From an optimization exercise on the open Yosys and OpenROAD flow, aimed at small area; shortcuts taken in it are not production practice. Function was checked by simulation only, so behaviour that the tests miss may differ from the original. No driver is modelled on the clock port, so clock power and skew are understated where the tree is cut down; a real chip needs a root buffer or a tree. No activity file was given, so power comes from the tool's default toggle rates.

==> module Square_wave, before the edit <==
module Square_wave
(
 output wire [13:0]DA_Data,
 output wire DA_Clock,
 input wire Sys_Clock,
 input wire nReset
);
reg ja, jb, jc;
always @(posedge Sys_Clock or negedge nReset)
  if (!nReset) begin
    ja <= 1'b0; jb <= 1'b0; jc <= 1'b1;
  end else begin
    ja <= jc; jb <= ja; jc <= ~jb;
  end
assign DA_Clock = jc;
reg [5:0] n;
reg [4:0] h;
reg [5:0] p;
reg       ce;       
reg [6:0] lvb;      
wire c6  = &p;                     
wire b   = c6 & ~(|h);             
wire ovf = b & (&n);               
wire [5:0] nn = n + {5'd0, b};
wire ld  = b & (ce | (&n));        
wire bend = ce & n[5] & n[2] & n[0] & ~h[2] & ~h[1] & h[3] & h[0] & p[4] & p[3] & p[2] & p[1];
always @(posedge Sys_Clock or negedge nReset)
  if (!nReset) begin
    n <= 6'd0; h <= 5'd0; p <= 6'd9; ce <= 1'b1; lvb <= 7'h7f;
  end else begin
    if (bend) begin
      n <= 6'd0; h <= 5'd31; p <= 6'd1;
    end else begin
      p <= (c6 & (ce | ovf)) ? 6'd10 : p + 6'd1;
      h <= ld ? nn[5:1] : h - {4'd0, c6};
      n <= nn;
    end
    if (bend) ce <= 1'b0;
    else if (ovf) ce <= 1'b1;
    if (ce & b & n[0]) lvb <= lvb - 7'd1;
  end
wire off = ~ce | n[0];             
assign DA_Data = {6'd0, ~(lvb | {7{off}}), 1'b0};
endmodule
clock: 9.25 ns
lec_check: 0
cap_margin: 0
core_margin: 2
core_utilization: 40
slew_margin: 0
standard.sh (not shown) runs the stock make flow with config.mk's settings and CLKGATE_MAP_FILE= SYNTH_SCRIPT=/design/flow/synth_recipe.tcl, a recipe that flattens the netlist after the stock synthesis.
==> flow/flow/run.sh <==
#!/bin/bash
# ORFS's standard layout (standard.sh), with these changes to how it is made:
#  - synthesis maps the logic with an area-oriented ABC script (flow/abc_area.script)
#    and without Yosys's full-adder extraction; flip-flops are mapped as before;
#  - port buffers: sky130_fd_sc_hd__buf_1 on the outputs, buf_4 on the input;
#  - clock tree: a single clkbuf_16 drives all the registers (flow/cts_single.tcl);
#  - one tie cell for all the constant outputs.
# Each tool's output is in orfs/logs/ (ORFS's own per-step logs) and standard.log.
set -euo pipefail
W=$(pwd)
rm -rf "$W/scripts"
cp -r "$FLOW_HOME/scripts" "$W/scripts"
cp "$W/flow/abc_area.script" "$W/scripts/abc_speed.script"
cp "$W/flow/abc_area.script" "$W/scripts/abc_area.script"
python3 - "$W/scripts" "$W/flow/cts_single.tcl" <<'PY'
import sys
d, cts = sys.argv[1], sys.argv[2]
def patch(name, old, new):
    f = d + "/" + name
    s = open(f).read()
    assert old in s, (name, old)
    open(f, "w").write(s.replace(old, new))
patch("global_place.tcl", "buffer_ports {*}[env_var_or_empty BUFFER_PORTS_ARGS]",
      "buffer_ports -inputs -buffer_cell sky130_fd_sc_hd__buf_2\n    buffer_ports -outputs -buffer_cell sky130_fd_sc_hd__buf_1")
patch("cts.tcl", "log_cmd clock_tree_synthesis {*}$cts_args", "source " + cts)
PY
export SCRIPTS_DIR="$W/scripts"
export ADDER_MAP_FILE=
export SKIP_REPAIR_TIE_FANOUT=1
export FLOW_CLK_PORT=Sys_Clock
bash standard.sh > "$W/standard.log" 2>&1
Other scripts of this flow, unchanged in this note and not shown: flow/flow/abc_area.script, flow/flow/cts_single.tcl
The starting point went through all stages and came out clean.
Then changed:
--- a/flow/design.v
+++ b/flow/design.v
@@ -19,18 +19,20 @@
 reg       ce;       
 reg [6:0] lvb;      
-wire c6  = &p;                     
+wire pz  = ~(p[4] | p[2] | p[1] | p[0]);
+wire fb  = p[5] ^ p[0] ^ (pz & (~p[3] | ce));
+wire c6  = (p == 6'd22);           
 wire b   = c6 & ~(|h);             
 wire ovf = b & (&n);               
 wire [5:0] nn = n + {5'd0, b};
 wire ld  = b & (ce | (&n));        
-wire bend = ce & n[5] & n[2] & n[0] & ~h[2] & ~h[1] & h[3] & h[0] & p[4] & p[3] & p[2] & p[1];
+wire bend = ce & n[5] & n[2] & n[0] & ~h[2] & ~h[1] & h[3] & h[0] & ~p[5] & p[2] & p[1];
 always @(posedge Sys_Clock or negedge nReset)
   if (!nReset) begin
-    n <= 6'd0; h <= 5'd0; p <= 6'd9; ce <= 1'b1; lvb <= 7'h7f;
+    n <= 6'd0; h <= 5'd1; p <= 6'd22; ce <= 1'b1; lvb <= 7'h7f;
   end else begin
     if (bend) begin
-      n <= 6'd0; h <= 5'd31; p <= 6'd1;
+      n <= 6'd0; h <= 5'd31; p <= 6'd25;
     end else begin
-      p <= (c6 & (ce | ovf)) ? 6'd10 : p + 6'd1;
+      p <= {p[4:0], fb};
       h <= ld ? nn[5:1] : h - {4'd0, c6};
       n <= nn;
Outcome: The new run ran to the end with no violations; via count falls by 1.2%; global-route usage is higher by 1.0 points; power decreases by about 0.3%; cell area went down by 2.4%; final cell count is lower by about 4%; core utilization fell by 0.69 points; synthesized cell count went down by 3.4%; worst setup slack got worse by 310 ps; critical path depth fell by 2; wire length goes up by 9.5%; worst hold slack stays flat.
In every run of this note, the design's own scripts or RTL, not TritonCTS, make the clock network.

==> static timing again, ports no longer ideal <==
Ports are ideal in the flow. The routed layouts listed here were re-timed in OpenROAD.
Step 1 assumes that a clkbuf_16 drives the clock port and a buf_2 every other input.
Step 2 times the ports against the registers' clock, not the clock port: input delays grow and output delays shrink by t, the midpoint of the rising clock arrivals with the driver on.
a / b / c = ideal ports / drivers / drivers and shift; a / b = the first two.
run | t, ns | setup slack, ns | worst setup path at the end | clock arrival spread, ns
the first run | 0.187 | 5.885 / 5.885 / 5.885 | register to register | 0.002 / 0.002
the second run | 0.185 | 5.574 / 5.574 / 5.574 | register to register | 0.003 / 0.003
After both steps setup and hold are still met in every run listed.
